Background: an optimization exercise with open tools, aiming at small area. Do not read the settings as production practice. Function was checked by simulation only, so behaviour that the tests miss may differ from the original. No activity file was given, so power comes from the tool's default toggle rates.

==> run a: inputs <==
Design fft_core, start of the top module:
module fft_core (
   input               clk,
   input               rst_n,
   input        [3:0]  cfg_point,
   input               cfg_ifft,
   input        [5:0]  cfg_scaling,
   input               in_valid,
   input        [31:0] in_data,
   output logic        out_valid,
   output logic [31:0] out_data
);
Settings: LEC_CHECK=0, CAP_MARGIN=0, CORE_MARGIN=2, CORE_UTILIZATION=75, CTS_BUF_LIST=sky130_fd_sc_hd__clkbuf_2 sky130_fd_sc_hd__clkbuf_4 sky130_fd_sc_hd__clkbuf_8, CTS_CLUSTER_DIAMETER=60, CTS_CLUSTER_SIZE=20, PLACE_DENSITY=0.85, SLEW_MARGIN=0, SYNTH_HIERARCHICAL=1, SYNTH_MEMORY_MAX_BITS=65536; clock period 20.0 ns.
standard.sh (not shown) runs the stock make flow with config.mk's settings and CLKGATE_MAP_FILE= SYNTH_SCRIPT=/design/flow/synth_recipe.tcl, a recipe that flattens the netlist after the stock synthesis.
==> flow/flow/run.sh <==
#!/bin/bash
# Layout flow: the standard flow (standard.sh, all ORFS steps from the
# standard synthesis to finish) with two settings changed:
#  - the port buffers that global placement inserts are buf_2 cells;
#  - clock tree synthesis inserts no dummy loads.
# make's full output goes to flow_make.log in the work folder; ORFS keeps
# each step's log under orfs/logs/.
set -euo pipefail
bash standard.sh \
  "BUFFER_PORTS_ARGS=-buffer_cell sky130_fd_sc_hd__buf_2" \
  "CTS_ARGS=-sink_clustering_enable -repair_clock_nets -dont_use_dummy_load -buf_list {sky130_fd_sc_hd__clkbuf_2 sky130_fd_sc_hd__clkbuf_4 sky130_fd_sc_hd__clkbuf_8} -sink_clustering_size 20 -sink_clustering_max_diameter 60" \
  finish > flow_make.log 2>&1
==> run b (differences from run a) <==
--- a/flow/design.v
+++ b/flow/design.v
@@ -7,11 +7,11 @@
    input               in_valid,
    input        [31:0] in_data,
    output logic        out_valid,
    output logic [31:0] out_data
 );
-   wire ok  = (cfg_point[3:2] == 2'b00);
+   wire ok  = ~((cfg_point >= 4'd4) && (cfg_point <= 4'd9));
    wire a8  = (cfg_point == 4'd3);
    wire a4  = (cfg_point == 4'd3) || (cfg_point == 4'd2);
    wire        iv8 = in_valid & ok;
    wire [31:0] x8  = cfg_ifft ? {in_data[15:0], in_data[31:16]} : in_data;
    logic [2:0]  cnt8;
==> flow/flow/run.sh (replaced) <==
#!/bin/bash
# Layout flow: the standard flow (standard.sh: ORFS from the standard
# synthesis script to finish) with these settings changed:
#  - ABC maps the logic between registers with an area-oriented script
#    (flow/abc_speed.script, used in place of ORFS's script of that name;
#    registers are mapped before ABC runs, so they are unchanged);
#  - the port buffers that global placement inserts are buf_2 cells;
#  - clock tree synthesis inserts no dummy loads.
# make's full output goes to flow_make.log in the work folder; ORFS keeps
# each step's log under orfs/logs/.
set -euo pipefail
rm -rf scripts_abc
cp -r "$FLOW_HOME/scripts" scripts_abc
cp flow/abc_speed.script scripts_abc/abc_speed.script
bash standard.sh \
  "SCRIPTS_DIR=$PWD/scripts_abc" \
  "BUFFER_PORTS_ARGS=-buffer_cell sky130_fd_sc_hd__buf_2" \
  "CTS_ARGS=-sink_clustering_enable -repair_clock_nets -dont_use_dummy_load -buf_list {sky130_fd_sc_hd__clkbuf_2 sky130_fd_sc_hd__clkbuf_4 sky130_fd_sc_hd__clkbuf_8} -sink_clustering_size 20 -sink_clustering_max_diameter 60" \
  finish > flow_make.log 2>&1
==> flow/flow/abc_speed.script (new file) <==
&get -n
&st
&dch
&nf -a -R 1000
&put
buffer -c
topo
stime -c
upsize -c
dnsize -c
==> summary of the runs <==
Between run a and run b, the lower final cell count is in run b (gap about 6%, measured against run b). Between run a and run b, the lower design area is in run b (gap about 5%, measured against run b). In run a the combinational power is larger than in run b, by about 7%. Against run b, the synthesized cell count of run a is higher by about 6%. In run a the critical path depth is higher than in run b, by 3. Clock-buffer cell count: run a is lower than run b (1).
==> figures <==
| quantity | run b | run a |
|---|---|---|
| Met2 track demand over resource | 0.6679 | 0.6506 |
| Via density per instance | 6.774 | 6.520 |
| IR drop worst, VDD | 0.00008760 V | 0.00009248 V |
| Width of the chip | 170.3 µm | 174.6 µm |
| Nets@finish | 2357 | 2457 |
| Mux cell area share after synthesis | 0.08701 | 0.1577 |
| Total power | 0.002205 W | 0.002277 W |
| Register area share after synthesis | 0.2846 | 0.2705 |
| Proportion of cell area occupied by multi-input gates | 0.6357 | 0.6526 |
| Fraction of standard cell area that is sequential | 0.2698 | 0.2567 |
| Rel. slew slack | 0.1464 | 0.2240 |
| Average cell area after synthesis | 10.72 µm² | 10.68 µm² |
| Filler instances | 1692 | 1825 |
| Result of the run | complete, no violations | complete, no violations |

-- afterwards: timing with drivers on the ports --
How much do the figures lean on ideal ports? The routed layouts below were timed once more, with nothing changed but the port constraints.
Step 1: set_driving_cell puts a clkbuf_16 on clk and a buf_2 on each other input, an assumption about the parent block.
Step 2 times the ports against the registers' clock, not the clock port: input delays grow and output delays shrink by t, the midpoint of the rising clock arrivals with the driver on.
a / b / c = ideal ports / drivers / drivers and shift; a / b = the first two.
run | shift t [ns] | setup WS [ns] | worst setup path at the end | worst register clock-pin slew, ns | cell pins on the clock port's net
run a | 0.625 | 0.391 / 0.343 / 0.967 | register to output | 0.12 / 0.12 | 1
run b | 0.633 | 0.355 / 0.305 / 0.937 | register to output | 0.12 / 0.12 | 1
After both steps every run listed still meets setup and hold.
